What follows belongs to an exercise in optimizing a design on an open flow for small area and a short achievable clock period; a production flow would make more cautious choices. Function was not checked in any run shown here: the RTL went through the layout flow alone. Power figures rest on the tool's default switching activity, not on a simulated workload.

## flow/design.v (module list and top-level ports; edited modules follow where they fit)
// module logical: 90 lines
// module arithmetic: 147 lines
// module multiplier: 927 lines
// module ALU: 51 lines
module ALU(
input clk,
input [15:0] a, b,
input [3*8:0] op,
output [31:0] out
    );
  // ...
==> flow/flow/run.sh <==
#!/bin/bash
# Layout flow: the standard ORFS flow, with
#  - the generated multiplier and adder modules mapped gate for gate onto cells (flow/map_cells.py)
#    before synthesis, so Yosys keeps their adder structure as written;
#  - small port buffers and a timing-repair slack target.
set -euo pipefail
MARGIN=$(cat flow/margin.txt 2>/dev/null || echo 0)
BUF=$(cat flow/portbuf.txt 2>/dev/null || echo sky130_fd_sc_hd__buf_2)
python3 flow/map_cells.py design.v design_mapped.v > map_cells.log 2>&1
bash standard.sh "VERILOG_FILES=$PWD/design_mapped.v" "BUFFER_PORTS_ARGS=-buffer_cell $BUF" "SETUP_SLACK_MARGIN=$MARGIN" finish > standard.log 2>&1
==> flow/flow/map_cells.py <==
#!/usr/bin/env python3
"""Maps the generated modules of design.v (multiplier, arithmetic, logical) gate for gate onto sky130
cells before synthesis. In those modules each gate is one assign driving a net named KIND_N
(KIND_N_s / KIND_N_c for the sum and carry of an adder); KIND names the cell. Other lines are
kept; the multiplier's product register becomes dfxtp cells named as Yosys names them.
usage: map_cells.py design.v out.v"""
import re, sys

CELL = {
    'inv': ('inv_1', ['A'], ['Y']),
    'nand2': ('nand2_1', ['A', 'B'], ['Y']),
    'nor2': ('nor2_1', ['A', 'B'], ['Y']),
    'fa': ('fa_1', ['A', 'B', 'CIN'], ['SUM', 'COUT']),
    'ha': ('ha_1', ['A', 'B'], ['SUM', 'COUT']),
    'xor2': ('xor2_1', ['A', 'B'], ['X']),
    'xnor2': ('xnor2_1', ['A', 'B'], ['Y']),
    'a21oi': ('a21oi_1', ['A1', 'A2', 'B1'], ['Y']),
    'o21ai': ('o21ai_0', ['A1', 'A2', 'B1'], ['Y']),
    'a222oi': ('a222oi_1', ['A1', 'A2', 'B1', 'B2', 'C1', 'C2'], ['Y']),
    'a22oi': ('a22oi_1', ['A1', 'A2', 'B1', 'B2'], ['Y']),
    'nand3': ('nand3_1', ['A', 'B', 'C'], ['Y']),
    'and2': ('and2_1', ['A', 'B'], ['X']),
}
# drive strength by fanout inside the module: (fanout at least, cell)
SIZES = {
    'inv': [(4, 'inv_2'), (8, 'inv_4')],
    'nand2': [(4, 'nand2_2'), (8, 'nand2_4')],
    'nor2': [(4, 'nor2_2'), (8, 'nor2_4')],
    'a21oi': [(4, 'a21oi_2'), (8, 'a21oi_4')],
    'o21ai': [(3, 'o21ai_1'), (5, 'o21ai_2'), (9, 'o21ai_4')],
    'and2': [(4, 'and2_2'), (8, 'and2_4')],
}
IDENT = r'[A-Za-z_][A-Za-z0-9_]*(?:\s*\[\s*\d+\s*\])?'
GATE = re.compile(r'\s*assign\s+((' + '|'.join(CELL) + r')_(\d+)(?:_([sc]))?)\s*=\s*([^;]*);\s*$')


def map_module(mod):
    gates = {}
    out = []
    for line in mod.split('\n'):
        m = GATE.match(line)
        if not m:
            out.append(line)
            continue
        lhs, kind, idx, part, rhs = m.groups()
        ins = []
        for t in re.findall(IDENT, rhs):
            t = re.sub(r'\s+', '', t)
            if t not in ins:
                ins.append(t)
        e = gates.get(idx)
        if e is None:
            e = gates[idx] = {'kind': kind, 'ins': None, 'outs': {}, 'pos': len(out)}
            out.append(None)
        if part in (None, 's'):
            e['ins'] = ins
        e['outs'][part] = lhs
    fanout = {}
    for e in gates.values():
        for s in e['ins']:
            fanout[s] = fanout.get(s, 0) + 1
    for line in out:
        if line is not None and not line.lstrip().startswith('sky130'):
            for t in re.findall(IDENT, line):
                fanout[t] = fanout.get(t, 0) + 1
    for idx, e in gates.items():
        cell, ip, op = CELL[e['kind']]
        outs0 = list(e['outs'].values())
        fo = max(fanout.get(o, 0) for o in outs0)
        for lim, big in SIZES.get(e['kind'], []):
            if fo >= lim:
                cell = big
        assert len(e['ins']) == len(ip), (idx, e)
        outs = [e['outs'][None]] if None in e['outs'] else [e['outs']['s'], e['outs']['c']]
        pins = [f'.{p}({s})' for p, s in zip(ip, e['ins'])] + \
               [f'.{p}({s})' for p, s in zip(op, outs)]
        out[e['pos']] = f'sky130_fd_sc_hd__{cell} g{idx} (' + ', '.join(pins) + ');'
    text = '\n'.join(out)
    m = re.search(r'always\s*@\s*\(\s*posedge\s+clk\s*\)\s*C\s*<=\s*prod\s*;', text)
    if m:
        regs = '\n'.join(f'sky130_fd_sc_hd__dfxtp_1 \\C[{c}]$_DFF_P_  (.CLK(clk), .D(prod[{c}]), .Q(C[{c}]));'
                         for c in range(32))
        text = text[:m.start()] + regs + text[m.end():]
        text = re.sub(r'output\s+reg\s+\[31:0\]\s*C', 'output [31:0] C', text)
    return text, len(gates)


src = open(sys.argv[1]).read()
total = 0
for name in ('multiplier', 'arithmetic', 'logical'):
    m = re.search(r'module\s+' + name + r'\s*\(.*?\bendmodule\b', src, re.S)
    if m:
        text, n = map_module(m.group(0))
        src = src[:m.start()] + text + src[m.end():]
        total += n
open(sys.argv[2], 'w').write(src)
print(f'mapped {total} gates', file=sys.stderr)
==> flow/flow/margin.txt <==
14
==> flow/standard.sh <==
#!/bin/bash
# synth_recipe.tcl (not shown) runs the flow's synth.tcl, then flattens the netlist and writes it again
# the make line also repeats each setting of config.mk as NAME=value (left out here)
make -C /OpenROAD-flow-scripts/flow DESIGN_CONFIG=/design/flow/config.mk WORK_HOME=/design/flow/orfs CLKGATE_MAP_FILE= SYNTH_SCRIPT=/design/flow/synth_recipe.tcl "${@:-finish}"
==> flow/config.mk <==
export PLATFORM = sky130hd
export DESIGN_NAME = ALU
export DESIGN_NICKNAME = ALU
export VERILOG_FILES = /design/flow/design.v
export SDC_FILE = /design/flow/constraint.sdc
export NUM_CORES = 4
export LEC_CHECK = 0
export CAP_MARGIN = 20
export CORE_MARGIN = 2
export CORE_UTILIZATION = 40
export SLEW_MARGIN = 20
==> flow/constraint.sdc <==
create_clock -name core_clock -period 28.0 [get_ports {clk}]
set_input_delay 5.6000 -clock core_clock [delete_from_list [all_inputs] [get_ports {clk}]]
set_output_delay 5.6000 -clock core_clock [all_outputs]
set_load 0.01 [all_outputs]
==> summary.md, run 1 <==
| Metric | Value |
|---|---|
| Syn Inst Count | `1009` |
| Final core occ | `0.4806` |
| Mux cell area share after synthesis | `0.001083` |
| Number of global-route vias before repair | `8601` |
| Fraction of area in registers | `0.05888` |
| Flop pwr share | `0.245` |
| M3 GR Usage | `0.03556` |
| DR pass1 iterations | `10` |
| CTS max path bufs | `2` |
| CP max stage cell | `a222oi_1` |
| CP max stage delay | `approximately 350 ps` |
| Biggest regs | `M.C (32)` |
| Final critical-path required period | `13990 ps` |
| Max-Cap Viols | `0` |
| Worst Path Buf+Inv | `4` |
| GR Layer Usage met2 | `0.4189` |
| Sequential fraction of the synthesis area | `0.06933` |
| Largest net degree at the start of global routing | `36` |
| Comb pwr share | `0.444` |
| Commonest non-fill, non-tap cell in the layout | `nor2_1` |
| Status | `no timing/DRC/antenna violations` |
| Hold Path Origin | `b[0]` |
| Clock sinks | `32` |
| Synth Area in XOR/XNOR | `0.1109` |
| Layout area overhead | `17.75%` |
| CLK BUF | `5` |
| P_int | `between 0.1 and 0.15 mW` |
| Fin. max-slew vios | `0` |
==> run 2, diff against run 1 <==
==> flow/flow/margin.txt (replaced) <==
0
==> run 2 against run 1 <==
Via count decreased by 3.3%. Utilization down 3.1 points. Worst hold slack is essentially flat. Critical endpoint is now out[15]. Critical path depth unchanged. Area after synthesis is the same. Largest cell class unchanged. Clock power is 15% higher. Combinational power is 31% lower.
==> summary.md, run 2 <==
| Metric | Value |
|---|---|
| Layout area overhead | `10.05% (was 17.75%)` |
| Top Ports | `90 (unchanged)` |
| Synth cell count leaders | `nor2_1 (280), fa_1 (198), xor2_1 (68) (unchanged)` |
| Hold Path Origin | `b[0] (unchanged)` |
| Period utilisation layout | `0.5237 (was 0.4996)` |
| CTS clk-pin slew, worst paths | `50 ps (about the same)` |
| Max-Cap Viols | `0 (unchanged)` |
| Max Fclk | `0.06819 GHz (was 0.07149 GHz)` |
| Share of async-settable or async-resettable flops after synthesis | `0 (unchanged)` |
| Clk root buf | `clkbuf_16 (unchanged)` |
| Final nets | `1365 (was 1401)` |
| Row count | `55 (unchanged)` |
| Final core occ | `0.4491 (was 0.4806)` |
| Setup crit start | `op[0] (was op[2])` |
| Initial Utilization | `0.4081 (unchanged)` |
| Peak VDD IR | `18.61 µV (was 17.25 µV)` |
| Synth Register Bits | `32 (unchanged)` |
| DRT antenna net count | `0 (unchanged)` |
| Syn. warnings | `0 (unchanged)` |
| Synth Cell Area | `9240 µm² (unchanged)` |
| First-pass GRT wire length | `46010 µm (was 46900 µm)` |
| Commonest non-fill, non-tap cell in the layout | `nor2_1 (unchanged)` |
| DR pass1 iterations | `8 (was 10)` |
| Pwr dens | `16.59 nW/µm² (was 17.05 nW/µm²)` |
| Critical Path Fanout Max | `18 (was 7)` |
| # fillers | `2232 (was 2098)` |
| Crit. End Element | `output port (unchanged)` |
| Min-Delay Path Class | `in2reg (unchanged)` |
| CTS tree | `built (unchanged)` |
| Die area | `24330 µm² (unchanged)` |
| CTS max path bufs | `2 (unchanged)` |
| Post-route insts no fill | `1379 (was 1414)` |
| Hold Vio Cnt, Final | `0 (unchanged)` |
| Post-synth cell types | `51 (unchanged)` |
| IO buf count | `89 (unchanged)` |
| Biggest regs | `M.C (32) (unchanged)` |
| CP required | `22400 ps (about the same)` |
| CP Class | `in2out (unchanged)` |
| Area fraction of the dominant cell type after synthesis | `0.4290 (unchanged)` |
| Ant. Diodes | `0 (unchanged)` |
| Syn Nets | `1281 (unchanged)` |
| Most frequent cell after synthesis | `nor2_1 (unchanged)` |
| Worst slew pin tran | `792.2 ps (was 841.0 ps)` |
| RSZ-0062 raised after global routing | `no (unchanged)` |
| Die width | `156.0 µm (unchanged)` |
| Worst hold slack | `5769 ps (was 5768 ps)` |
| Status | `no timing/DRC/antenna violations (unchanged)` |
| Setup TNS Final | `0 ps (unchanged)` |
| Gr ovfl total | `0 (unchanged)` |
| Largest Register | `M.C (unchanged)` |
| Max FFs per register | `32 (unchanged)` |
| Mean Syn Cell Area | `9.158 µm² (unchanged)` |
| Fin. max-slew vios | `0 (unchanged)` |
| Area contributors post-synth | `fa_1 (43%), nor2_1 (11%), dfxtp_1 (6.9%) (unchanged)` |
| Share of cells above drive strength 1 | `0.1563 (was 0.2205)` |
| Drt wl/cell | `20.52 µm (was 20.99 µm)` |
| Final critical-path required period | `14670 ps (was 13990 ps)` |
| Area after DPL | `9990 µm² (unchanged)` |
| Die height | `156.0 µm (unchanged)` |
| Leak | `5.173 nW (was 5.422 nW)` |
| RePlAce Congestion | `0.9018 (was 0.8968)` |
| Final HPWL DP | `20860 µm (was 20720 µm)` |
| Hold-fix buffers at CTS | `0 (unchanged)` |
| Startpoint types | `primary input (unchanged)` |
| # H-tree levels | `2 (unchanged)` |
| Slew margin rel. | `0.4713 (was 0.4387)` |
| Setup repair bufs after CTS | `0 (was 21)` |
| Post-synth EDFFs | `0 (unchanged)` |
| Num CTS Buffers | `5 (unchanged)` |
| DRC viols | `0 (unchanged)` |
| Sequential fraction of the synthesis area | `0.06933 (unchanged)` |
| Top FF cell, synth | `dfxtp_1 (unchanged)` |
| Core ar. | `22640 µm² (unchanged)` |
| Syn Inst Count | `1009 (unchanged)` |
| Setup violators final | `0 (unchanged)` |
| Initial antenna violation count | `0 (unchanged)` |
| Drt total wl | `28300 µm (was 29680 µm)` |
| Placed instance count | `1371 (unchanged)` |
| Iteration-0 DRC Markers | `724 (was 845)` |
| Vias after detailed routing | `7978 (was 8250)` |
| CP arrival | `9070 ps (was 8390 ps)` |
| Cell area after layout | `10170 µm² (was 10880 µm²)` |
| Post-CTS Resized | `0 (was 26)` |
| Number of global-route vias before repair | `8593 (was 8601)` |
| Largest net degree at the start of global routing | `36 (unchanged)` |
| Tot GR Track Use | `0.2450 (was 0.2486)` |
| Clock sinks | `32 (unchanged)` |
| Most frequent cells in the layout | `nor2_1 (279), fa_1 (198), buf_2 (89) (was nor2_1 (277), fa_1 (198), buf_2 (88))` |
| Vias per cell | `5.785 (was 5.835)` |
| Synth area leader | `fa_1 (unchanged)` |
==> run 2: changes by cell type in the layout (fill, tap and decap cells not counted), sizes merged <==
| cell | before | now |
|---|---|---|
| clkbuf | 6 | 5 |
| buf | 129 | 95 |
| a21oi | 36 | 35 |
| bufinv | 0 | 1 |
==> run 2: stage by stage <==
| stage | power (mW) | worst slack, ps |
|---|---|---|
| 5_1_grt | 0.1770 | 12980 |
| 2_1_floorplan | 0.08101 | 13430 |
| 3_5_place_dp | 0.1019 | 13390 |
| 4_1_cts | 0.1694 | 13350 |
| 6_report | 0.1687 | 13340 |
| 3_3_place_gp | 0.1017 | 13130 |
==> run 2: area by class of cell <==
cell class                 instances  area, µm²  area share
clock buffer                       5      125.1     0.01230
clock inverter                     3      42.54    0.004184
inverter                          45      211.5     0.02079
multi-input combinational        914       8302      0.8164
sequential                        32      640.6     0.06300
tap                              285      356.6     0.03507
timing repair buffer              95      490.5     0.04823
==> run 2: cells by family (layout without fill, tap and decap cells) <==
group	count (synthesis)	in the layout	synth area share
fa+ha+maj	214	214	0.4506
flops	32	32	0.06933
mux	1	1	0.001083
simple gates	447	447	0.2283
buf+inv	63	148	0.03697
compound gates	135	135	0.1028
xor+xnor	117	117	0.1109
==> run 2: power by group <==
part           leakage, nW  switching, mW  total (mW)  internal [mW]
combinational         4.84         0.0402      0.0568         0.0165
sequential           0.258  0.00000000325      0.0455         0.0455
clock               0.0798         0.0245      0.0664         0.0419
==> run 2: per-layer routing <==
layer / global-route usage / routed length, µm
met1: 0.3329 / 11590
met2: 0.3989 / 13520
met3: 0.04333 / 2478
met4: 0.07995 / 703
met5: 0 / 0
==> run 2: worst max-delay path, stage by stage <==
cell and delay, ps:
buf_2 130, nand2b_1 210, nor2b_4 620, xor2_1 250, xor2_1 430, nand2_1 130, o21ai_0 360, a21oi_4 120
o21ai_1 230, a21oi_1 110, inv_1 160, inv_4 110, a222oi_1 330, nand3_1 110, buf_2 160
==> run 2: path summary, 6_finish.rpt <==
path,end,slack [ps],cells past startpoint
max,out[15],13340,15
min,M.C[0],5770,3
==> module arithmetic, before the edit <==
module arithmetic(input [15:0] A, input [15:0] B, input sub, output [15:0] S, output Cout, output [15:0] p, output [15:0] g);
wire xor2_10001, xor2_10002, and2_10003, xor2_10004, xor2_10005, and2_10006, xor2_10007, xor2_10008, and2_10009, xor2_10010, xor2_10011, and2_10012, xor2_10013, xor2_10014, and2_10015, xor2_10016;
wire xor2_10017, and2_10018, xor2_10019, xor2_10020, and2_10021, xor2_10022, xor2_10023, and2_10024, xor2_10025, xor2_10026, and2_10027, xor2_10028, xor2_10029, and2_10030, xor2_10031, xor2_10032;
wire and2_10033, xor2_10034, xor2_10035, and2_10036, xor2_10037, xor2_10038, and2_10039, xor2_10040, xor2_10041, and2_10042, xor2_10043, xor2_10044, and2_10045, xor2_10046, xor2_10047, and2_10048;
wire a21oi_10049, a21oi_10050, nand2_10051, a21oi_10052, nand2_10053, a21oi_10054, nand2_10055, a21oi_10056, nand2_10057, a21oi_10058, nand2_10059, a21oi_10060, nand2_10061, a21oi_10062, nand2_10063, inv_10064;
wire a21oi_10065, o21ai_10066, inv_10067, a21oi_10068, inv_10069, nand2_10070, o21ai_10071, nor2_10072, inv_10073, a21oi_10074, inv_10075, nand2_10076, o21ai_10077, nor2_10078, inv_10079, a21oi_10080;
wire inv_10081, nand2_10082, o21ai_10083, nor2_10084, a21oi_10085, inv_10086, o21ai_10087, inv_10088, o21ai_10089, a21oi_10090, a21oi_10091, nand2_10092, inv_10093, o21ai_10094, inv_10095, nand2_10096;
wire inv_10097, o21ai_10098, inv_10099, nand2_10100, a21oi_10101, nand2_10102, inv_10103, a21oi_10104, o21ai_10105, o21ai_10106, inv_10107, a21oi_10108, o21ai_10109, inv_10110, o21ai_10111, inv_10112;
wire o21ai_10113, o21ai_10114, a21oi_10115, xor2_10116, xnor2_10117, xnor2_10118, xor2_10119, xnor2_10120, xor2_10121, xor2_10122, xnor2_10123, xnor2_10124, xor2_10125, xor2_10126, xnor2_10127, xor2_10128;
wire xor2_10129, xor2_10130, xor2_10131, inv_10132;
assign xor2_10001 = B[0] ^ sub;
assign xor2_10002 = A[0] ^ xor2_10001;
assign and2_10003 = A[0] & xor2_10001;
assign xor2_10004 = B[1] ^ sub;
assign xor2_10005 = A[1] ^ xor2_10004;
assign and2_10006 = A[1] & xor2_10004;
assign xor2_10007 = B[2] ^ sub;
assign xor2_10008 = A[2] ^ xor2_10007;
assign and2_10009 = A[2] & xor2_10007;
assign xor2_10010 = B[3] ^ sub;
assign xor2_10011 = A[3] ^ xor2_10010;
assign and2_10012 = A[3] & xor2_10010;
assign xor2_10013 = B[4] ^ sub;
assign xor2_10014 = A[4] ^ xor2_10013;
assign and2_10015 = A[4] & xor2_10013;
assign xor2_10016 = B[5] ^ sub;
assign xor2_10017 = A[5] ^ xor2_10016;
assign and2_10018 = A[5] & xor2_10016;
assign xor2_10019 = B[6] ^ sub;
assign xor2_10020 = A[6] ^ xor2_10019;
assign and2_10021 = A[6] & xor2_10019;
assign xor2_10022 = B[7] ^ sub;
assign xor2_10023 = A[7] ^ xor2_10022;
assign and2_10024 = A[7] & xor2_10022;
assign xor2_10025 = B[8] ^ sub;
assign xor2_10026 = A[8] ^ xor2_10025;
assign and2_10027 = A[8] & xor2_10025;
assign xor2_10028 = B[9] ^ sub;
assign xor2_10029 = A[9] ^ xor2_10028;
assign and2_10030 = A[9] & xor2_10028;
assign xor2_10031 = B[10] ^ sub;
assign xor2_10032 = A[10] ^ xor2_10031;
assign and2_10033 = A[10] & xor2_10031;
assign xor2_10034 = B[11] ^ sub;
assign xor2_10035 = A[11] ^ xor2_10034;
assign and2_10036 = A[11] & xor2_10034;
assign xor2_10037 = B[12] ^ sub;
assign xor2_10038 = A[12] ^ xor2_10037;
assign and2_10039 = A[12] & xor2_10037;
assign xor2_10040 = B[13] ^ sub;
assign xor2_10041 = A[13] ^ xor2_10040;
assign and2_10042 = A[13] & xor2_10040;
assign xor2_10043 = B[14] ^ sub;
assign xor2_10044 = A[14] ^ xor2_10043;
assign and2_10045 = A[14] & xor2_10043;
assign xor2_10046 = B[15] ^ sub;
assign xor2_10047 = A[15] ^ xor2_10046;
assign and2_10048 = A[15] & xor2_10046;
assign a21oi_10049 = ~((xor2_10002 & sub) | and2_10003);
assign a21oi_10050 = ~((xor2_10008 & and2_10006) | and2_10009);
assign nand2_10051 = ~(xor2_10008 & xor2_10005);
assign a21oi_10052 = ~((xor2_10014 & and2_10012) | and2_10015);
assign nand2_10053 = ~(xor2_10014 & xor2_10011);
assign a21oi_10054 = ~((xor2_10020 & and2_10018) | and2_10021);
assign nand2_10055 = ~(xor2_10020 & xor2_10017);
assign a21oi_10056 = ~((xor2_10026 & and2_10024) | and2_10027);
assign nand2_10057 = ~(xor2_10026 & xor2_10023);
assign a21oi_10058 = ~((xor2_10032 & and2_10030) | and2_10033);
assign nand2_10059 = ~(xor2_10032 & xor2_10029);
assign a21oi_10060 = ~((xor2_10038 & and2_10036) | and2_10039);
assign nand2_10061 = ~(xor2_10038 & xor2_10035);
assign a21oi_10062 = ~((xor2_10044 & and2_10042) | and2_10045);
assign nand2_10063 = ~(xor2_10044 & xor2_10041);
assign inv_10064 = ~a21oi_10049;
assign a21oi_10065 = ~((xor2_10005 & inv_10064) | and2_10006);
assign o21ai_10066 = ~((nand2_10051 | a21oi_10049) & a21oi_10050);
assign inv_10067 = ~a21oi_10052;
assign a21oi_10068 = ~((xor2_10017 & inv_10067) | and2_10018);
assign inv_10069 = ~nand2_10053;
assign nand2_10070 = ~(xor2_10017 & inv_10069);
assign o21ai_10071 = ~((nand2_10055 | a21oi_10052) & a21oi_10054);
assign nor2_10072 = ~(nand2_10055 | nand2_10053);
assign inv_10073 = ~a21oi_10056;
assign a21oi_10074 = ~((xor2_10029 & inv_10073) | and2_10030);
assign inv_10075 = ~nand2_10057;
assign nand2_10076 = ~(xor2_10029 & inv_10075);
assign o21ai_10077 = ~((nand2_10059 | a21oi_10056) & a21oi_10058);
assign nor2_10078 = ~(nand2_10059 | nand2_10057);
assign inv_10079 = ~a21oi_10060;
assign a21oi_10080 = ~((xor2_10041 & inv_10079) | and2_10042);
assign inv_10081 = ~nand2_10061;
assign nand2_10082 = ~(xor2_10041 & inv_10081);
assign o21ai_10083 = ~((nand2_10063 | a21oi_10060) & a21oi_10062);
assign nor2_10084 = ~(nand2_10063 | nand2_10061);
assign a21oi_10085 = ~((xor2_10011 & o21ai_10066) | and2_10012);
assign inv_10086 = ~o21ai_10066;
assign o21ai_10087 = ~((nand2_10053 | inv_10086) & a21oi_10052);
assign inv_10088 = ~o21ai_10066;
assign o21ai_10089 = ~((nand2_10070 | inv_10088) & a21oi_10068);
assign a21oi_10090 = ~((nor2_10072 & o21ai_10066) | o21ai_10071);
assign a21oi_10091 = ~((xor2_10035 & o21ai_10077) | and2_10036);
assign nand2_10092 = ~(xor2_10035 & nor2_10078);
assign inv_10093 = ~o21ai_10077;
assign o21ai_10094 = ~((nand2_10061 | inv_10093) & a21oi_10060);
assign inv_10095 = ~nand2_10061;
assign nand2_10096 = ~(inv_10095 & nor2_10078);
assign inv_10097 = ~o21ai_10077;
assign o21ai_10098 = ~((nand2_10082 | inv_10097) & a21oi_10080);
assign inv_10099 = ~nand2_10082;
assign nand2_10100 = ~(inv_10099 & nor2_10078);
assign a21oi_10101 = ~((nor2_10084 & o21ai_10077) | o21ai_10083);
assign nand2_10102 = ~(nor2_10084 & nor2_10078);
assign inv_10103 = ~a21oi_10090;
assign a21oi_10104 = ~((xor2_10023 & inv_10103) | and2_10024);
assign o21ai_10105 = ~((nand2_10057 | a21oi_10090) & a21oi_10056);
assign o21ai_10106 = ~((nand2_10076 | a21oi_10090) & a21oi_10074);
assign inv_10107 = ~a21oi_10090;
assign a21oi_10108 = ~((nor2_10078 & inv_10107) | o21ai_10077);
assign o21ai_10109 = ~((nand2_10092 | a21oi_10090) & a21oi_10091);
assign inv_10110 = ~o21ai_10094;
assign o21ai_10111 = ~((nand2_10096 | a21oi_10090) & inv_10110);
assign inv_10112 = ~o21ai_10098;
assign o21ai_10113 = ~((nand2_10100 | a21oi_10090) & inv_10112);
assign o21ai_10114 = ~((nand2_10102 | a21oi_10090) & a21oi_10101);
assign a21oi_10115 = ~((xor2_10047 & o21ai_10114) | and2_10048);
assign xor2_10116 = xor2_10002 ^ sub;
assign xnor2_10117 = ~(xor2_10005 ^ a21oi_10049);
assign xnor2_10118 = ~(xor2_10008 ^ a21oi_10065);
assign xor2_10119 = xor2_10011 ^ o21ai_10066;
assign xnor2_10120 = ~(xor2_10014 ^ a21oi_10085);
assign xor2_10121 = xor2_10017 ^ o21ai_10087;
assign xor2_10122 = xor2_10020 ^ o21ai_10089;
assign xnor2_10123 = ~(xor2_10023 ^ a21oi_10090);
assign xnor2_10124 = ~(xor2_10026 ^ a21oi_10104);
assign xor2_10125 = xor2_10029 ^ o21ai_10105;
assign xor2_10126 = xor2_10032 ^ o21ai_10106;
assign xnor2_10127 = ~(xor2_10035 ^ a21oi_10108);
assign xor2_10128 = xor2_10038 ^ o21ai_10109;
assign xor2_10129 = xor2_10041 ^ o21ai_10111;
assign xor2_10130 = xor2_10044 ^ o21ai_10113;
assign xor2_10131 = xor2_10047 ^ o21ai_10114;
assign inv_10132 = ~a21oi_10115;
assign S = {xor2_10131, xor2_10130, xor2_10129, xor2_10128, xnor2_10127, xor2_10126, xor2_10125, xnor2_10124, xnor2_10123, xor2_10122, xor2_10121, xnor2_10120, xor2_10119, xnor2_10118, xnor2_10117, xor2_10116};
assign Cout = inv_10132;
assign p = {xor2_10047, xor2_10044, xor2_10041, xor2_10038, xor2_10035, xor2_10032, xor2_10029, xor2_10026, xor2_10023, xor2_10020, xor2_10017, xor2_10014, xor2_10011, xor2_10008, xor2_10005, xor2_10002};
assign g = {and2_10048, and2_10045, and2_10042, and2_10039, and2_10036, and2_10033, and2_10030, and2_10027, and2_10024, and2_10021, and2_10018, and2_10015, and2_10012, and2_10009, and2_10006, and2_10003};
endmodule
==> module ALU, before the edit <==
module ALU(
input clk,
input [15:0] a, b,
input [3*8:0] op,
output [31:0] out
    );
wire [7:0] c0 = op[7:0], c1 = op[15:8], c2 = op[23:16];
wire z2  = (op[24:16] == 9'd0);          
wire z1  = z2 & (c1 == 8'd0);            
wire t3  = ~op[24];                      
wire is_mul  = z1 & (c0 == "*");
wire is_add  = z1 & (c0 == "+");
wire is_sub  = z1 & (c0 == "-");
wire is_not  = z1 & (c0 == "~");
wire is_or   = z1 & (c0 == "|");
wire is_and  = z1 & (c0 == "&");
wire is_xor  = z1 & (c0 == "^");
wire tl      = z2 & (c1 == "~");
wire is_nand = tl & (c0 == "&");
wire is_nor  = tl & (c0 == "|");
wire is_xnor = tl & (c0 == "^");
wire is_shl  = z2 & (c1 == "<") & (c0 == "<");
wire is_shr  = z2 & (c1 == ">") & (c0 == ">");
wire as_     = t3 & (c2 == "a") & (c1 == "s");
wire ro_     = t3 & (c2 == "r") & (c1 == "o");
wire is_asl  = as_ & (c0 == "l");
wire is_asr  = as_ & (c0 == "r");
wire is_rol  = ro_ & (c0 == "l");
wire is_ror  = ro_ & (c0 == "r");
wire is_cmp  = t3 & (c2 == "c") & (c1 == "m") & (c0 == "p");
wire sub = ~op[1] & (op[0] | ~op[2]);
wire [15:0] s, p, g;
wire co;
arithmetic AA1(.A(a), .B(b), .sub(sub), .S(s), .Cout(co), .p(p), .g(g));
wire ne = ~&p;                           
wire [31:0] m;
multiplier M(.clk(clk), .A1(a), .B1(b), .en(is_mul), .C(m));
wire as = is_add | is_sub;
logical L(.a(a), .p(p), .g(g), .s(s), .m(m[15:0]),
  .k_g(is_and | is_or | is_nand | is_nor),
  .k_p(is_or | is_xor | is_nor | is_xnor),
  .k_a(is_not),
  .inv(is_not | is_nand | is_nor | is_xnor),
  .as(as),
  .left(is_shl | is_asl | is_rol), .rol(is_rol),
  .right(is_shr | is_asr | is_ror), .asr(is_asr), .ror(is_ror),
  .mul(is_mul), .cmp(is_cmp), .co(co), .ne(ne),
  .x(out[15:0]));
assign out[16]    = (is_add & co) | (is_mul & m[16]);
assign out[31:17] = {15{is_mul}} & m[31:17];
endmodule
==> run 3, diff against run 2 <==
--- a/flow/design.v
+++ b/flow/design.v
@@ -89,150 +89,152 @@
 assign x = {nand3_20081, nand3_20076, nand3_20071, nand3_20066, nand3_20061, nand3_20056, nand3_20051, nand3_20046, nand3_20041, nand3_20036, nand3_20031, nand3_20026, nand3_20021, nand3_20016, nand3_20011, nand3_20006};
 endmodule
-module arithmetic(input [15:0] A, input [15:0] B, input sub, output [15:0] S, output Cout, output [15:0] p, output [15:0] g);
-wire xor2_10001, xor2_10002, and2_10003, xor2_10004, xor2_10005, and2_10006, xor2_10007, xor2_10008, and2_10009, xor2_10010, xor2_10011, and2_10012, xor2_10013, xor2_10014, and2_10015, xor2_10016;
-wire xor2_10017, and2_10018, xor2_10019, xor2_10020, and2_10021, xor2_10022, xor2_10023, and2_10024, xor2_10025, xor2_10026, and2_10027, xor2_10028, xor2_10029, and2_10030, xor2_10031, xor2_10032;
-wire and2_10033, xor2_10034, xor2_10035, and2_10036, xor2_10037, xor2_10038, and2_10039, xor2_10040, xor2_10041, and2_10042, xor2_10043, xor2_10044, and2_10045, xor2_10046, xor2_10047, and2_10048;
-wire a21oi_10049, a21oi_10050, nand2_10051, a21oi_10052, nand2_10053, a21oi_10054, nand2_10055, a21oi_10056, nand2_10057, a21oi_10058, nand2_10059, a21oi_10060, nand2_10061, a21oi_10062, nand2_10063, inv_10064;
-wire a21oi_10065, o21ai_10066, inv_10067, a21oi_10068, inv_10069, nand2_10070, o21ai_10071, nor2_10072, inv_10073, a21oi_10074, inv_10075, nand2_10076, o21ai_10077, nor2_10078, inv_10079, a21oi_10080;
-wire inv_10081, nand2_10082, o21ai_10083, nor2_10084, a21oi_10085, inv_10086, o21ai_10087, inv_10088, o21ai_10089, a21oi_10090, a21oi_10091, nand2_10092, inv_10093, o21ai_10094, inv_10095, nand2_10096;
-wire inv_10097, o21ai_10098, inv_10099, nand2_10100, a21oi_10101, nand2_10102, inv_10103, a21oi_10104, o21ai_10105, o21ai_10106, inv_10107, a21oi_10108, o21ai_10109, inv_10110, o21ai_10111, inv_10112;
-wire o21ai_10113, o21ai_10114, a21oi_10115, xor2_10116, xnor2_10117, xnor2_10118, xor2_10119, xnor2_10120, xor2_10121, xor2_10122, xnor2_10123, xnor2_10124, xor2_10125, xor2_10126, xnor2_10127, xor2_10128;
-wire xor2_10129, xor2_10130, xor2_10131, inv_10132;
-assign xor2_10001 = B[0] ^ sub;
-assign xor2_10002 = A[0] ^ xor2_10001;
-assign and2_10003 = A[0] & xor2_10001;
-assign xor2_10004 = B[1] ^ sub;
-assign xor2_10005 = A[1] ^ xor2_10004;
-assign and2_10006 = A[1] & xor2_10004;
-assign xor2_10007 = B[2] ^ sub;
-assign xor2_10008 = A[2] ^ xor2_10007;
-assign and2_10009 = A[2] & xor2_10007;
-assign xor2_10010 = B[3] ^ sub;
-assign xor2_10011 = A[3] ^ xor2_10010;
-assign and2_10012 = A[3] & xor2_10010;
-assign xor2_10013 = B[4] ^ sub;
-assign xor2_10014 = A[4] ^ xor2_10013;
-assign and2_10015 = A[4] & xor2_10013;
-assign xor2_10016 = B[5] ^ sub;
-assign xor2_10017 = A[5] ^ xor2_10016;
-assign and2_10018 = A[5] & xor2_10016;
-assign xor2_10019 = B[6] ^ sub;
-assign xor2_10020 = A[6] ^ xor2_10019;
-assign and2_10021 = A[6] & xor2_10019;
-assign xor2_10022 = B[7] ^ sub;
-assign xor2_10023 = A[7] ^ xor2_10022;
-assign and2_10024 = A[7] & xor2_10022;
-assign xor2_10025 = B[8] ^ sub;
-assign xor2_10026 = A[8] ^ xor2_10025;
-assign and2_10027 = A[8] & xor2_10025;
-assign xor2_10028 = B[9] ^ sub;
-assign xor2_10029 = A[9] ^ xor2_10028;
-assign and2_10030 = A[9] & xor2_10028;
-assign xor2_10031 = B[10] ^ sub;
-assign xor2_10032 = A[10] ^ xor2_10031;
-assign and2_10033 = A[10] & xor2_10031;
-assign xor2_10034 = B[11] ^ sub;
-assign xor2_10035 = A[11] ^ xor2_10034;
-assign and2_10036 = A[11] & xor2_10034;
-assign xor2_10037 = B[12] ^ sub;
-assign xor2_10038 = A[12] ^ xor2_10037;
-assign and2_10039 = A[12] & xor2_10037;
-assign xor2_10040 = B[13] ^ sub;
-assign xor2_10041 = A[13] ^ xor2_10040;
-assign and2_10042 = A[13] & xor2_10040;
-assign xor2_10043 = B[14] ^ sub;
-assign xor2_10044 = A[14] ^ xor2_10043;
-assign and2_10045 = A[14] & xor2_10043;
-assign xor2_10046 = B[15] ^ sub;
-assign xor2_10047 = A[15] ^ xor2_10046;
-assign and2_10048 = A[15] & xor2_10046;
-assign a21oi_10049 = ~((xor2_10002 & sub) | and2_10003);
-assign a21oi_10050 = ~((xor2_10008 & and2_10006) | and2_10009);
-assign nand2_10051 = ~(xor2_10008 & xor2_10005);
-assign a21oi_10052 = ~((xor2_10014 & and2_10012) | and2_10015);
-assign nand2_10053 = ~(xor2_10014 & xor2_10011);
-assign a21oi_10054 = ~((xor2_10020 & and2_10018) | and2_10021);
-assign nand2_10055 = ~(xor2_10020 & xor2_10017);
-assign a21oi_10056 = ~((xor2_10026 & and2_10024) | and2_10027);
-assign nand2_10057 = ~(xor2_10026 & xor2_10023);
-assign a21oi_10058 = ~((xor2_10032 & and2_10030) | and2_10033);
-assign nand2_10059 = ~(xor2_10032 & xor2_10029);
-assign a21oi_10060 = ~((xor2_10038 & and2_10036) | and2_10039);
-assign nand2_10061 = ~(xor2_10038 & xor2_10035);
-assign a21oi_10062 = ~((xor2_10044 & and2_10042) | and2_10045);
-assign nand2_10063 = ~(xor2_10044 & xor2_10041);
-assign inv_10064 = ~a21oi_10049;
-assign a21oi_10065 = ~((xor2_10005 & inv_10064) | and2_10006);
-assign o21ai_10066 = ~((nand2_10051 | a21oi_10049) & a21oi_10050);
-assign inv_10067 = ~a21oi_10052;
-assign a21oi_10068 = ~((xor2_10017 & inv_10067) | and2_10018);
-assign inv_10069 = ~nand2_10053;
-assign nand2_10070 = ~(xor2_10017 & inv_10069);
-assign o21ai_10071 = ~((nand2_10055 | a21oi_10052) & a21oi_10054);
-assign nor2_10072 = ~(nand2_10055 | nand2_10053);
-assign inv_10073 = ~a21oi_10056;
-assign a21oi_10074 = ~((xor2_10029 & inv_10073) | and2_10030);
-assign inv_10075 = ~nand2_10057;
-assign nand2_10076 = ~(xor2_10029 & inv_10075);
-assign o21ai_10077 = ~((nand2_10059 | a21oi_10056) & a21oi_10058);
-assign nor2_10078 = ~(nand2_10059 | nand2_10057);
-assign inv_10079 = ~a21oi_10060;
-assign a21oi_10080 = ~((xor2_10041 & inv_10079) | and2_10042);
-assign inv_10081 = ~nand2_10061;
-assign nand2_10082 = ~(xor2_10041 & inv_10081);
-assign o21ai_10083 = ~((nand2_10063 | a21oi_10060) & a21oi_10062);
-assign nor2_10084 = ~(nand2_10063 | nand2_10061);
-assign a21oi_10085 = ~((xor2_10011 & o21ai_10066) | and2_10012);
-assign inv_10086 = ~o21ai_10066;
-assign o21ai_10087 = ~((nand2_10053 | inv_10086) & a21oi_10052);
-assign inv_10088 = ~o21ai_10066;
-assign o21ai_10089 = ~((nand2_10070 | inv_10088) & a21oi_10068);
-assign a21oi_10090 = ~((nor2_10072 & o21ai_10066) | o21ai_10071);
-assign a21oi_10091 = ~((xor2_10035 & o21ai_10077) | and2_10036);
-assign nand2_10092 = ~(xor2_10035 & nor2_10078);
-assign inv_10093 = ~o21ai_10077;
-assign o21ai_10094 = ~((nand2_10061 | inv_10093) & a21oi_10060);
-assign inv_10095 = ~nand2_10061;
-assign nand2_10096 = ~(inv_10095 & nor2_10078);
-assign inv_10097 = ~o21ai_10077;
-assign o21ai_10098 = ~((nand2_10082 | inv_10097) & a21oi_10080);
-assign inv_10099 = ~nand2_10082;
-assign nand2_10100 = ~(inv_10099 & nor2_10078);
-assign a21oi_10101 = ~((nor2_10084 & o21ai_10077) | o21ai_10083);
-assign nand2_10102 = ~(nor2_10084 & nor2_10078);
-assign inv_10103 = ~a21oi_10090;
-assign a21oi_10104 = ~((xor2_10023 & inv_10103) | and2_10024);
-assign o21ai_10105 = ~((nand2_10057 | a21oi_10090) & a21oi_10056);
-assign o21ai_10106 = ~((nand2_10076 | a21oi_10090) & a21oi_10074);
-assign inv_10107 = ~a21oi_10090;
-assign a21oi_10108 = ~((nor2_10078 & inv_10107) | o21ai_10077);
-assign o21ai_10109 = ~((nand2_10092 | a21oi_10090) & a21oi_10091);
-assign inv_10110 = ~o21ai_10094;
-assign o21ai_10111 = ~((nand2_10096 | a21oi_10090) & inv_10110);
-assign inv_10112 = ~o21ai_10098;
-assign o21ai_10113 = ~((nand2_10100 | a21oi_10090) & inv_10112);
-assign o21ai_10114 = ~((nand2_10102 | a21oi_10090) & a21oi_10101);
-assign a21oi_10115 = ~((xor2_10047 & o21ai_10114) | and2_10048);
-assign xor2_10116 = xor2_10002 ^ sub;
-assign xnor2_10117 = ~(xor2_10005 ^ a21oi_10049);
-assign xnor2_10118 = ~(xor2_10008 ^ a21oi_10065);
-assign xor2_10119 = xor2_10011 ^ o21ai_10066;
-assign xnor2_10120 = ~(xor2_10014 ^ a21oi_10085);
-assign xor2_10121 = xor2_10017 ^ o21ai_10087;
-assign xor2_10122 = xor2_10020 ^ o21ai_10089;
-assign xnor2_10123 = ~(xor2_10023 ^ a21oi_10090);
-assign xnor2_10124 = ~(xor2_10026 ^ a21oi_10104);
-assign xor2_10125 = xor2_10029 ^ o21ai_10105;
-assign xor2_10126 = xor2_10032 ^ o21ai_10106;
-assign xnor2_10127 = ~(xor2_10035 ^ a21oi_10108);
-assign xor2_10128 = xor2_10038 ^ o21ai_10109;
-assign xor2_10129 = xor2_10041 ^ o21ai_10111;
-assign xor2_10130 = xor2_10044 ^ o21ai_10113;
-assign xor2_10131 = xor2_10047 ^ o21ai_10114;
-assign inv_10132 = ~a21oi_10115;
-assign S = {xor2_10131, xor2_10130, xor2_10129, xor2_10128, xnor2_10127, xor2_10126, xor2_10125, xnor2_10124, xnor2_10123, xor2_10122, xor2_10121, xnor2_10120, xor2_10119, xnor2_10118, xnor2_10117, xor2_10116};
-assign Cout = inv_10132;
-assign p = {xor2_10047, xor2_10044, xor2_10041, xor2_10038, xor2_10035, xor2_10032, xor2_10029, xor2_10026, xor2_10023, xor2_10020, xor2_10017, xor2_10014, xor2_10011, xor2_10008, xor2_10005, xor2_10002};
-assign g = {and2_10048, and2_10045, and2_10042, and2_10039, and2_10036, and2_10033, and2_10030, and2_10027, and2_10024, and2_10021, and2_10018, and2_10015, and2_10012, and2_10009, and2_10006, and2_10003};
+module arithmetic(input [15:0] A, input [15:0] B, input [2:0] o, output [15:0] S, output Cout, output [15:0] p, output [15:0] g);
+wire inv_10001, a21oi_10002, xor2_10003, xor2_10004, and2_10005, xor2_10006, xor2_10007, and2_10008, xor2_10009, xor2_10010, and2_10011, xor2_10012, xor2_10013, and2_10014, xor2_10015, xor2_10016;
+wire and2_10017, xor2_10018, xor2_10019, and2_10020, xor2_10021, xor2_10022, and2_10023, xor2_10024, xor2_10025, and2_10026, xor2_10027, xor2_10028, and2_10029, xor2_10030, xor2_10031, and2_10032;
+wire xor2_10033, xor2_10034, and2_10035, xor2_10036, xor2_10037, and2_10038, xor2_10039, xor2_10040, and2_10041, xor2_10042, xor2_10043, and2_10044, xor2_10045, xor2_10046, and2_10047, xor2_10048;
+wire xor2_10049, and2_10050, a21oi_10051, a21oi_10052, nand2_10053, a21oi_10054, nand2_10055, a21oi_10056, nand2_10057, a21oi_10058, nand2_10059, a21oi_10060, nand2_10061, a21oi_10062, nand2_10063, a21oi_10064;
+wire nand2_10065, inv_10066, a21oi_10067, o21ai_10068, inv_10069, a21oi_10070, inv_10071, nand2_10072, o21ai_10073, nor2_10074, inv_10075, a21oi_10076, inv_10077, nand2_10078, o21ai_10079, nor2_10080;
+wire inv_10081, a21oi_10082, inv_10083, nand2_10084, o21ai_10085, nor2_10086, a21oi_10087, inv_10088, o21ai_10089, inv_10090, o21ai_10091, a21oi_10092, a21oi_10093, nand2_10094, inv_10095, o21ai_10096;
+wire inv_10097, nand2_10098, inv_10099, o21ai_10100, inv_10101, nand2_10102, a21oi_10103, nand2_10104, inv_10105, a21oi_10106, o21ai_10107, o21ai_10108, inv_10109, a21oi_10110, o21ai_10111, inv_10112;
+wire o21ai_10113, inv_10114, o21ai_10115, o21ai_10116, a21oi_10117, xor2_10118, xnor2_10119, xnor2_10120, xor2_10121, xnor2_10122, xor2_10123, xor2_10124, xnor2_10125, xnor2_10126, xor2_10127, xor2_10128;
+wire xnor2_10129, xor2_10130, xor2_10131, xor2_10132, xor2_10133, inv_10134;
+assign inv_10001 = ~o[0];
+assign a21oi_10002 = ~((inv_10001 & o[2]) | o[1]);
+assign xor2_10003 = B[0] ^ a21oi_10002;
+assign xor2_10004 = A[0] ^ xor2_10003;
+assign and2_10005 = A[0] & xor2_10003;
+assign xor2_10006 = B[1] ^ a21oi_10002;
+assign xor2_10007 = A[1] ^ xor2_10006;
+assign and2_10008 = A[1] & xor2_10006;
+assign xor2_10009 = B[2] ^ a21oi_10002;
+assign xor2_10010 = A[2] ^ xor2_10009;
+assign and2_10011 = A[2] & xor2_10009;
+assign xor2_10012 = B[3] ^ a21oi_10002;
+assign xor2_10013 = A[3] ^ xor2_10012;
+assign and2_10014 = A[3] & xor2_10012;
+assign xor2_10015 = B[4] ^ a21oi_10002;
+assign xor2_10016 = A[4] ^ xor2_10015;
+assign and2_10017 = A[4] & xor2_10015;
+assign xor2_10018 = B[5] ^ a21oi_10002;
+assign xor2_10019 = A[5] ^ xor2_10018;
+assign and2_10020 = A[5] & xor2_10018;
+assign xor2_10021 = B[6] ^ a21oi_10002;
+assign xor2_10022 = A[6] ^ xor2_10021;
+assign and2_10023 = A[6] & xor2_10021;
+assign xor2_10024 = B[7] ^ a21oi_10002;
+assign xor2_10025 = A[7] ^ xor2_10024;
+assign and2_10026 = A[7] & xor2_10024;
+assign xor2_10027 = B[8] ^ a21oi_10002;
+assign xor2_10028 = A[8] ^ xor2_10027;
+assign and2_10029 = A[8] & xor2_10027;
+assign xor2_10030 = B[9] ^ a21oi_10002;
+assign xor2_10031 = A[9] ^ xor2_10030;
+assign and2_10032 = A[9] & xor2_10030;
+assign xor2_10033 = B[10] ^ a21oi_10002;
+assign xor2_10034 = A[10] ^ xor2_10033;
+assign and2_10035 = A[10] & xor2_10033;
+assign xor2_10036 = B[11] ^ a21oi_10002;
+assign xor2_10037 = A[11] ^ xor2_10036;
+assign and2_10038 = A[11] & xor2_10036;
+assign xor2_10039 = B[12] ^ a21oi_10002;
+assign xor2_10040 = A[12] ^ xor2_10039;
+assign and2_10041 = A[12] & xor2_10039;
+assign xor2_10042 = B[13] ^ a21oi_10002;
+assign xor2_10043 = A[13] ^ xor2_10042;
+assign and2_10044 = A[13] & xor2_10042;
+assign xor2_10045 = B[14] ^ a21oi_10002;
+assign xor2_10046 = A[14] ^ xor2_10045;
+assign and2_10047 = A[14] & xor2_10045;
+assign xor2_10048 = B[15] ^ a21oi_10002;
+assign xor2_10049 = A[15] ^ xor2_10048;
+assign and2_10050 = A[15] & xor2_10048;
+assign a21oi_10051 = ~((xor2_10004 & a21oi_10002) | and2_10005);
+assign a21oi_10052 = ~((xor2_10010 & and2_10008) | and2_10011);
+assign nand2_10053 = ~(xor2_10010 & xor2_10007);
+assign a21oi_10054 = ~((xor2_10016 & and2_10014) | and2_10017);
+assign nand2_10055 = ~(xor2_10016 & xor2_10013);
+assign a21oi_10056 = ~((xor2_10022 & and2_10020) | and2_10023);
+assign nand2_10057 = ~(xor2_10022 & xor2_10019);
+assign a21oi_10058 = ~((xor2_10028 & and2_10026) | and2_10029);
+assign nand2_10059 = ~(xor2_10028 & xor2_10025);
+assign a21oi_10060 = ~((xor2_10034 & and2_10032) | and2_10035);
+assign nand2_10061 = ~(xor2_10034 & xor2_10031);
+assign a21oi_10062 = ~((xor2_10040 & and2_10038) | and2_10041);
+assign nand2_10063 = ~(xor2_10040 & xor2_10037);
+assign a21oi_10064 = ~((xor2_10046 & and2_10044) | and2_10047);
+assign nand2_10065 = ~(xor2_10046 & xor2_10043);
+assign inv_10066 = ~a21oi_10051;
+assign a21oi_10067 = ~((xor2_10007 & inv_10066) | and2_10008);
+assign o21ai_10068 = ~((nand2_10053 | a21oi_10051) & a21oi_10052);
+assign inv_10069 = ~a21oi_10054;
+assign a21oi_10070 = ~((xor2_10019 & inv_10069) | and2_10020);
+assign inv_10071 = ~nand2_10055;
+assign nand2_10072 = ~(xor2_10019 & inv_10071);
+assign o21ai_10073 = ~((nand2_10057 | a21oi_10054) & a21oi_10056);
+assign nor2_10074 = ~(nand2_10057 | nand2_10055);
+assign inv_10075 = ~a21oi_10058;
+assign a21oi_10076 = ~((xor2_10031 & inv_10075) | and2_10032);
+assign inv_10077 = ~nand2_10059;
+assign nand2_10078 = ~(xor2_10031 & inv_10077);
+assign o21ai_10079 = ~((nand2_10061 | a21oi_10058) & a21oi_10060);
+assign nor2_10080 = ~(nand2_10061 | nand2_10059);
+assign inv_10081 = ~a21oi_10062;
+assign a21oi_10082 = ~((xor2_10043 & inv_10081) | and2_10044);
+assign inv_10083 = ~nand2_10063;
+assign nand2_10084 = ~(xor2_10043 & inv_10083);
+assign o21ai_10085 = ~((nand2_10065 | a21oi_10062) & a21oi_10064);
+assign nor2_10086 = ~(nand2_10065 | nand2_10063);
+assign a21oi_10087 = ~((xor2_10013 & o21ai_10068) | and2_10014);
+assign inv_10088 = ~o21ai_10068;
+assign o21ai_10089 = ~((nand2_10055 | inv_10088) & a21oi_10054);
+assign inv_10090 = ~o21ai_10068;
+assign o21ai_10091 = ~((nand2_10072 | inv_10090) & a21oi_10070);
+assign a21oi_10092 = ~((nor2_10074 & o21ai_10068) | o21ai_10073);
+assign a21oi_10093 = ~((xor2_10037 & o21ai_10079) | and2_10038);
+assign nand2_10094 = ~(xor2_10037 & nor2_10080);
+assign inv_10095 = ~o21ai_10079;
+assign o21ai_10096 = ~((nand2_10063 | inv_10095) & a21oi_10062);
+assign inv_10097 = ~nand2_10063;
+assign nand2_10098 = ~(inv_10097 & nor2_10080);
+assign inv_10099 = ~o21ai_10079;
+assign o21ai_10100 = ~((nand2_10084 | inv_10099) & a21oi_10082);
+assign inv_10101 = ~nand2_10084;
+assign nand2_10102 = ~(inv_10101 & nor2_10080);
+assign a21oi_10103 = ~((nor2_10086 & o21ai_10079) | o21ai_10085);
+assign nand2_10104 = ~(nor2_10086 & nor2_10080);
+assign inv_10105 = ~a21oi_10092;
+assign a21oi_10106 = ~((xor2_10025 & inv_10105) | and2_10026);
+assign o21ai_10107 = ~((nand2_10059 | a21oi_10092) & a21oi_10058);
+assign o21ai_10108 = ~((nand2_10078 | a21oi_10092) & a21oi_10076);
+assign inv_10109 = ~a21oi_10092;
+assign a21oi_10110 = ~((nor2_10080 & inv_10109) | o21ai_10079);
+assign o21ai_10111 = ~((nand2_10094 | a21oi_10092) & a21oi_10093);
+assign inv_10112 = ~o21ai_10096;
+assign o21ai_10113 = ~((nand2_10098 | a21oi_10092) & inv_10112);
+assign inv_10114 = ~o21ai_10100;
+assign o21ai_10115 = ~((nand2_10102 | a21oi_10092) & inv_10114);
+assign o21ai_10116 = ~((nand2_10104 | a21oi_10092) & a21oi_10103);
+assign a21oi_10117 = ~((xor2_10049 & o21ai_10116) | and2_10050);
+assign xor2_10118 = xor2_10004 ^ a21oi_10002;
+assign xnor2_10119 = ~(xor2_10007 ^ a21oi_10051);
+assign xnor2_10120 = ~(xor2_10010 ^ a21oi_10067);
+assign xor2_10121 = xor2_10013 ^ o21ai_10068;
+assign xnor2_10122 = ~(xor2_10016 ^ a21oi_10087);
+assign xor2_10123 = xor2_10019 ^ o21ai_10089;
+assign xor2_10124 = xor2_10022 ^ o21ai_10091;
+assign xnor2_10125 = ~(xor2_10025 ^ a21oi_10092);
+assign xnor2_10126 = ~(xor2_10028 ^ a21oi_10106);
+assign xor2_10127 = xor2_10031 ^ o21ai_10107;
+assign xor2_10128 = xor2_10034 ^ o21ai_10108;
+assign xnor2_10129 = ~(xor2_10037 ^ a21oi_10110);
+assign xor2_10130 = xor2_10040 ^ o21ai_10111;
+assign xor2_10131 = xor2_10043 ^ o21ai_10113;
+assign xor2_10132 = xor2_10046 ^ o21ai_10115;
+assign xor2_10133 = xor2_10049 ^ o21ai_10116;
+assign inv_10134 = ~a21oi_10117;
+assign S = {xor2_10133, xor2_10132, xor2_10131, xor2_10130, xnor2_10129, xor2_10128, xor2_10127, xnor2_10126, xnor2_10125, xor2_10124, xor2_10123, xnor2_10122, xor2_10121, xnor2_10120, xnor2_10119, xor2_10118};
+assign Cout = inv_10134;
+assign p = {xor2_10049, xor2_10046, xor2_10043, xor2_10040, xor2_10037, xor2_10034, xor2_10031, xor2_10028, xor2_10025, xor2_10022, xor2_10019, xor2_10016, xor2_10013, xor2_10010, xor2_10007, xor2_10004};
+assign g = {and2_10050, and2_10047, and2_10044, and2_10041, and2_10038, and2_10035, and2_10032, and2_10029, and2_10026, and2_10023, and2_10020, and2_10017, and2_10014, and2_10011, and2_10008, and2_10005};
 endmodule
 module multiplier(input clk, input [15:0] A1, input [15:0] B1, input en, output reg [31:0] C);
@@ -1193,8 +1195,7 @@
 wire is_ror  = ro_ & (c0 == "r");
 wire is_cmp  = t3 & (c2 == "c") & (c1 == "m") & (c0 == "p");
-wire sub = ~op[1] & (op[0] | ~op[2]);
 wire [15:0] s, p, g;
 wire co;
-arithmetic AA1(.A(a), .B(b), .sub(sub), .S(s), .Cout(co), .p(p), .g(g));
+arithmetic AA1(.A(a), .B(b), .o(op[2:0]), .S(s), .Cout(co), .p(p), .g(g));
 wire ne = ~&p;                           
 wire [31:0] m;
--- a/flow/flow/map_cells.py
+++ b/flow/flow/map_cells.py
@@ -25,5 +25,5 @@
 SIZES = {
     'inv': [(4, 'inv_2'), (8, 'inv_4')],
-    'nand2': [(4, 'nand2_2'), (8, 'nand2_4')],
+    'nand2': [(4, 'nand2_2')],
     'nor2': [(4, 'nor2_2'), (8, 'nor2_4')],
     'a21oi': [(4, 'a21oi_2'), (8, 'a21oi_4')],
--- a/flow/config.mk
+++ b/flow/config.mk
@@ -6,4 +6,5 @@
 export NUM_CORES = 4
 export LEC_CHECK = 0
+export ABC_AREA = 1
 export CAP_MARGIN = 20
 export CORE_MARGIN = 2
removed: flow/flow/margin.txt
==> run 3 against run 2 <==
Still clean on timing, DRC and antenna. Worst setup slack better by 190 ps. Area after synthesis grew 1.4%. Synthesized cell count is 7.9% higher. Cell count is 7.8% higher. Sequential power is essentially flat. Die area grew 1.4%. Design area is 1.1% higher. Sequential cell count stayed put. Maximum frequency rose by 1.3%. Worst hold slack better by 60 ps. First-iteration DRC count up 44%. Critical path type unchanged. Largest power group unchanged.
==> summary.md, run 3 <==
| Metric | Value |
|---|---|
| Num CTS Buffers | `5 (unchanged)` |
| CP arrival | `8880 ps (was 9070 ps)` |
| Status | `no timing/DRC/antenna violations (unchanged)` |
| DRT antenna net count | `0 (unchanged)` |
| Area fraction of the dominant cell type after synthesis | `0.4231 (was 0.4290)` |
| CP Cell Sequence | `buf_2, inv_1, a21oi_4, xor2_1, xor2_1, a21oi_2, o21ai_0, a21oi_4, o21ai_1, a21oi_1, inv_1, inv_4, a222oi_1, nand3_1, buf_2 (was buf_2, nand2b_1, nor2b_4, xor2_1, xor2_1, nand2_1, o21ai_0, a21oi_4, o21ai_1, a21oi_1, inv_1, inv_4, a222oi_1, nand3_1, buf_2)` |
| Synth cell count leaders | `nor2_1 (309), fa_1 (198), inv_1 (73) (was nor2_1 (280), fa_1 (198), xor2_1 (68))` |
| Worst Path Buf+Inv | `5 (was 4)` |
| Syn Nets | `1361 (was 1281)` |
| WL met2 | `13580 µm (was 13520 µm)` |
| Slew margin rel. | `0.3639 (was 0.4713)` |
| CP max stage delay | `630 ps (was 620 ps)` |
| First-pass GRT wire length | `45510 µm (was 46010 µm)` |
| Vias after detailed routing | `8266 (was 7978)` |
| Max Fclk | `0.06907 GHz (was 0.06819 GHz)` |
| CTS clk-pin slew, worst paths | `60 ps (was 50 ps)` |
| Max FFs per register | `32 (unchanged)` |
| Worst slew pin tran | `951.9 ps (was 792.2 ps)` |
| Hold Vio Cnt, Final | `0 (unchanged)` |
| Synth area leader | `fa_1 (unchanged)` |
| Clk root buf | `clkbuf_16 (unchanged)` |
| Max Used Layer | `met4 (unchanged)` |
| Startpoint types | `primary input (unchanged)` |
| Cell area after layout | `10280 µm² (was 10170 µm²)` |
| Initial Utilization | `0.4100 (was 0.4081)` |
| Syn. warnings | `0 (unchanged)` |
| Commonest non-fill, non-tap cell in the layout | `nor2_1 (unchanged)` |
| CP top delay family | `compound AO/OA/AOI/OAI gates (unchanged)` |
| DR pass1 iterations | `8 (unchanged)` |
| Critical Path Fanout Max | `18 (unchanged)` |
| Sequential fraction of the synthesis area | `0.06839 (was 0.06933)` |
| Flop pwr share | `0.269 (was 0.270)` |
| Die width | `157.0 µm (was 156.0 µm)` |
| CP required | `22400 ps (about the same)` |
| Post-route insts no fill | `1487 (was 1379)` |
| Max-Cap Viols | `0 (unchanged)` |
| Crit. End Element | `output port (unchanged)` |
| Initial antenna violation count | `0 (unchanged)` |
| DRC viols | `0 (unchanged)` |
| Comb pwr share | `0.337 (about the same)` |
| Drt total wl | `28170 µm (was 28300 µm)` |
| Final nets | `1445 (was 1365)` |
| Core ar. | `22850 µm² (was 22640 µm²)` |
| Leak | `5.243 nW (was 5.173 nW)` |
| Net Sw Power | `0.06541 mW (was 0.06478 mW)` |
| Sw Share | `0.3864 (was 0.3840)` |
| DP Worst Slack | `13520 ps (was 13390 ps)` |
| Post-synth EDFFs | `0 (unchanged)` |
| CP Class | `in2out (unchanged)` |
| M1 WL | `11710 µm (was 11590 µm)` |
| Mean Syn Cell Area | `8.602 µm² (was 9.158 µm²)` |
| Number of global-route vias before repair | `8637 (was 8593)` |
| Area after DPL | `10110 µm² (was 9990 µm²)` |
| Die height | `157.0 µm (was 156.0 µm)` |
| Layout area overhead | `9.723% (was 10.05%)` |
| Critical path depth | `15 (unchanged)` |
| Top FF cell, synth | `dfxtp_1 (unchanged)` |
| Fin. max-slew vios | `0 (unchanged)` |
| # fillers | `2285 (was 2232)` |
| Final critical-path required period | `14480 ps (was 14670 ps)` |
| Top Ports | `90 (unchanged)` |
| Hold-fix buffers at CTS | `0 (unchanged)` |
| Tot GR Track Use | `0.2383 (was 0.2450)` |
| Biggest regs | `M.C (32) (unchanged)` |
| Synth Cell Area | `9368 µm² (was 9240 µm²)` |
| Drt wl/cell | `18.95 µm (was 20.52 µm)` |
| Setup TNS Final | `0 ps (unchanged)` |
| RePlAce Congestion | `0.9085 (was 0.9018)` |
| CTS max path bufs | `2 (unchanged)` |
| IO buf count | `89 (unchanged)` |
| Most frequent cells in the layout | `nor2_1 (309), fa_1 (198), buf_2 (89) (was nor2_1 (279), fa_1 (198), buf_2 (89))` |
| Most frequent cell after synthesis | `nor2_1 (unchanged)` |
| Row count | `55 (unchanged)` |
| Vias per cell | `5.559 (was 5.785)` |
| # H-tree levels | `2 (unchanged)` |
| Final WS setup | `13520 ps (was 13340 ps)` |
| Post-CTS Resized | `0 (unchanged)` |
| Iteration-0 DRC Markers | `1040 (was 724)` |
| Largest Register | `M.C (unchanged)` |
| Placed instance count | `1479 (was 1371)` |
| Share of cells above drive strength 1 | `0.1525 (was 0.1563)` |
| Gr ovfl total | `0 (unchanged)` |
| RSZ-0062 raised after global routing | `no (unchanged)` |
| Worst Hold Depth | `3 (unchanged)` |
| Worst hold slack | `5828 ps (was 5769 ps)` |
| Setup violators final | `0 (unchanged)` |
| Clock sinks | `32 (unchanged)` |
| Setup repair bufs after CTS | `0 (unchanged)` |
| Met3 WL post-DR | `2277 µm (was 2478 µm)` |
| Period utilisation layout | `0.5171 (was 0.5237)` |
| Die area | `24660 µm² (was 24330 µm²)` |
| Min-Delay Path Class | `in2reg (unchanged)` |
| Pwr dens | `16.47 nW/µm² (was 16.59 nW/µm²)` |
| Share of async-settable or async-resettable flops after synthesis | `0 (unchanged)` |
| P_int | `0.1039 mW (about the same)` |
| Syn Inst Count | `1089 (was 1009)` |
| Final core occ | `0.4499 (was 0.4491)` |
| Post-synth cell types | `32 (was 51)` |
| CP max stage cell | `a21oi_4 (was nor2b_4)` |
| Ant. Diodes | `0 (unchanged)` |
| Clock share of power | `0.394 (about the same)` |
| CTS tree | `built (unchanged)` |
| Largest net degree at the start of global routing | `33 (was 36)` |
| Synth Register Bits | `32 (unchanged)` |
| Overall Power | `0.1693 mW (was 0.1687 mW)` |
| Final HPWL DP | `20370 µm (was 20860 µm)` |
| Peak VDD IR | `17.04 µV (was 18.61 µV)` |
| Area contributors post-synth | `fa_1 (42%), nor2_1 (12%), dfxtp_1 (6.8%) (was fa_1 (43%), nor2_1 (11%), dfxtp_1 (6.9%))` |
## run 3: cell types whose count changed in the layout (fill, tap and decap cells not counted), moves of 5 or more
cell,previous run,this run
nand2_1,49,68
nor2_1,279,309
inv_1,28,73
and2_1,25,11
nand2_4,16,0
nand2_2,3,19
nor2_2,2,13
nand3_1,21,39
nand4_1,5,11
nand2b_1,5,0
## run 3: path summary, 6_finish.rpt
kind	to	startpoint	slack, ps
setup / recovery	out[15]	op[0]	13520
hold / removal	M.C[0]	a[0]	5830
## run 3: cells by family after synthesis
logic type,Yosys count,share of synthesized area
AOI/OAI and AO/OA,130,0.09750
DFF,32,0.06838
xor gates and xnor gates,116,0.1085
buffers and inverters,109,0.05543
and+or+nand+nor,488,0.2257
adders and majority gates,214,0.4445
## run 3: power groups by stage
stage | combinational (mW) | sequential (mW) | clock, mW
2_1_floorplan | 0.0356 | 0.0465 | 0
3_3_place_gp | 0.0554 | 0.0465 | 0
3_5_place_dp | 0.0554 | 0.0465 | 0
4_1_cts | 0.0557 | 0.0455 | 0.0673
5_1_grt | 0.0617 | 0.0455 | 0.0700
6_report | 0.0570 | 0.0455 | 0.0668
## run 3: layout make-up
cell class	instances	area, µm²	area share
multi-input combinational	948	8208	0.7985
sequential	32	640.6	0.06233
timing repair buffer	94	483.0	0.04699
tap	313	391.6	0.03810
inverter	92	387.9	0.03774
clock buffer	5	125.1	0.01217
clock inverter	3	42.54	0.004139
## run 3: routing by layer
metal	global-route usage	vias to the layer above
met5	0	-
met3	0.03855	48
met1	0.3260	4149
met4	0.06104	0
met2	0.3958	393
li1	-	3676
## run 3: worst min-delay path, cell delays in order
cell    delay, ps
buf_2         180
inv_4         200
nor2_1         80
==> run 4, diff against run 3 <==
--- a/flow/config.mk
+++ b/flow/config.mk
@@ -6,5 +6,4 @@
 export NUM_CORES = 4
 export LEC_CHECK = 0
-export ABC_AREA = 1
 export CAP_MARGIN = 20
 export CORE_MARGIN = 2
==> run 4 against run 3 <==
Count of clock-buffer cells in the layout stayed put. Largest power group unchanged. Sequential power hardly changed. Worst hold slack worse by 27 ps. Largest cell class unchanged. Maximum frequency is 0.91% lower. Design area is 2.1% lower. Still clean on timing, DRC and antenna. Global-route usage is 0.69 points higher. Highest routed layer unchanged.
==> summary.md, run 4 <==
| Metric | Value |
|---|---|
| DR pass1 iterations | `7 (was 8)` |
| Iteration-0 DRC Markers | `815 (was 1040)` |
| Worst slew pin tran | `1030 ps (was 951.9 ps)` |
| Critical Path Fanout Max | `18 (unchanged)` |
| Die area | `24120 µm² (was 24660 µm²)` |
| Max-Cap Viols | `0 (unchanged)` |
| Post-synth cell types | `49 (was 32)` |
| Tot GR Track Use | `0.2452 (was 0.2383)` |
| Share of cells above drive strength 1 | `0.1601 (was 0.1525)` |
| IO buf count | `89 (unchanged)` |
| Final HPWL DP | `20750 µm (was 20370 µm)` |
| Net Sw Power | `0.06130 mW (was 0.06541 mW)` |
| Mean Syn Cell Area | `9.084 µm² (was 8.602 µm²)` |
| Drt total wl | `28450 µm (was 28170 µm)` |
| Post-synth EDFFs | `0 (unchanged)` |
| Fin. max-slew vios | `0 (unchanged)` |
| Num CTS Buffers | `5 (unchanged)` |
| Crit. End Element | `output port (unchanged)` |
| Final nets | `1364 (was 1445)` |
| Row count | `55 (unchanged)` |
| First-pass GRT wire length | `46440 µm (was 45510 µm)` |
| Clk root buf | `clkbuf_16 (unchanged)` |
| Status | `no timing/DRC/antenna violations (unchanged)` |
| DRC viols | `0 (unchanged)` |
| Layout area overhead | `9.866% (was 9.723%)` |
| Core ar. | `22570 µm² (was 22850 µm²)` |
| Final WS setup | `13390 ps (was 13520 ps)` |
| RePlAce Congestion | `0.9147 (was 0.9085)` |
| Initial Utilization | `0.4057 (was 0.4100)` |
| CP arrival | `9010 ps (was 8880 ps)` |
| Post-CTS Resized | `0 (unchanged)` |
| CP Class | `in2out (unchanged)` |
| Vias per cell | `5.821 (was 5.559)` |
| Area fraction of the dominant cell type after synthesis | `0.4329 (was 0.4231)` |
| Number of global-route vias before repair | `8587 (was 8637)` |
| DRT antenna net count | `0 (unchanged)` |
| Drt wl/cell | `20.65 µm (was 18.95 µm)` |
| Synth area leader | `fa_1 (unchanged)` |
| Ant. Diodes | `0 (unchanged)` |
| Biggest regs | `M.C (32) (unchanged)` |
| Die width | `155.3 µm (was 157.0 µm)` |
| Area of the multi-input gates | `8189 µm² (was 8208 µm²)` |
| Leak | `5.074 nW (was 5.243 nW)` |
| DP Worst Slack | `13440 ps (was 13520 ps)` |
| Flop pwr share | `0.276 (was 0.269)` |
| Placed instance count | `1370 (was 1479)` |
| Pwr dens | `16.41 nW/µm² (was 16.47 nW/µm²)` |
| Slew margin rel. | `0.3106 (was 0.3639)` |
| Synth Cell Area | `9156 µm² (was 9368 µm²)` |
run 4: area by class of cell:
cell class	instances	area share
multi-input cells	912	0.8141
flip-flops and latches	32	0.06368
repair buffers	95	0.04876
well taps	285	0.03545
inverters	46	0.02139
clock buffers	5	0.01244
clock inverters	3	0.004229
run 4: cells by family (layout without fill, tap and decap cells):
kind of cell             after synthesis  count (layout)  synth area share
XOR/XNOR                             117             117            0.1119
adder cells (fa/ha/maj)              214             214            0.4548
AND/OR/NAND/NOR                      445             445            0.2207
AO/OA/AOI/OAI                        135             135            0.1033
multiplexers                           1               1          0.001093
flip-flops                            32              32           0.06996
buffers and inverters                 64             149           0.03826
run 4: metrics by stage:
| stage | total power [mW] | hold slack, ps | cell area, µm² | util |
|---|---|---|---|---|
| after detailed placement | 0.1015 | 6082 | 9889 | 0.4381 |
| after CTS | 0.1654 | 5792 | 10060 | 0.4456 |
| final | 0.1651 | 5802 | 10060 | 0.4457 |
| after global routing | 0.1728 | 5838 | 10060 | 0.4457 |
| after global placement | 0.1020 | 6073 | 9889 | 0.4381 |
| after floorplan | 0.08085 | 5763 | 9156 | - |
run 4: critical path, stage by stage:
cell and delay, ps:
buf_2 170, inv_1 90, a21oi_4 650, xor2_1 270, xor2_1 450, nand2_1 130, o21ai_0 340, a21oi_4 110
o21ai_1 250, a21oi_1 110, inv_1 130, inv_4 100, a222oi_1 310, nand3_1 120, buf_2 160
run 4: final timing paths:
path	from	to	cells past startpoint
hold / removal	a[0]	M.C[0]	3
setup / recovery	op[0]	out[15]	15
run 4: routing by layer:
layer  global-route usage  wire length, µm  vias up
met4              0.05810              580        0
met1               0.3441            12300     4098
met2               0.4072            13630      357
li1                     -                -     3522
met5                    0                0        -
met3              0.03064             1939       44
run 4: power groups by stage:
stage | Sequential, mW | Combinational, mW | Clock [mW]
floorplan | 0.0465 | 0.0343 | 0
global placement | 0.0465 | 0.0554 | 0
detailed placement | 0.0465 | 0.0550 | 0
CTS | 0.0455 | 0.0555 | 0.0644
global route | 0.0455 | 0.0618 | 0.0655
finish | 0.0456 | 0.0563 | 0.0632

## static timing again, ports no longer ideal
The results above use ideal ports. As a check the final layouts listed here were re-extracted and re-timed, cells and wires unchanged. Step 1 sets driving cells, clkbuf_16 on the clock port and buf_2 on the other inputs (assumed; they add their load-dependent delay and slew). Step 2 also shifts input and output timing later by t, the mid clock arrival at the registers, as if the neighbouring blocks saw the same clock. a / b / c = ideal / step 1 / step 2; a / b = the first two.
run | t, ns | setup slack, ns
run 1 | 0.348 | 14.011 / 13.990 / 13.990
run 2 | 0.341 | 13.335 / 13.312 / 13.312
run 3 | 0.328 | 13.521 / 13.496 / 13.496
run 4 | 0.324 | 13.388 / 13.365 / 13.365
After both steps setup and hold are still met in every run listed.
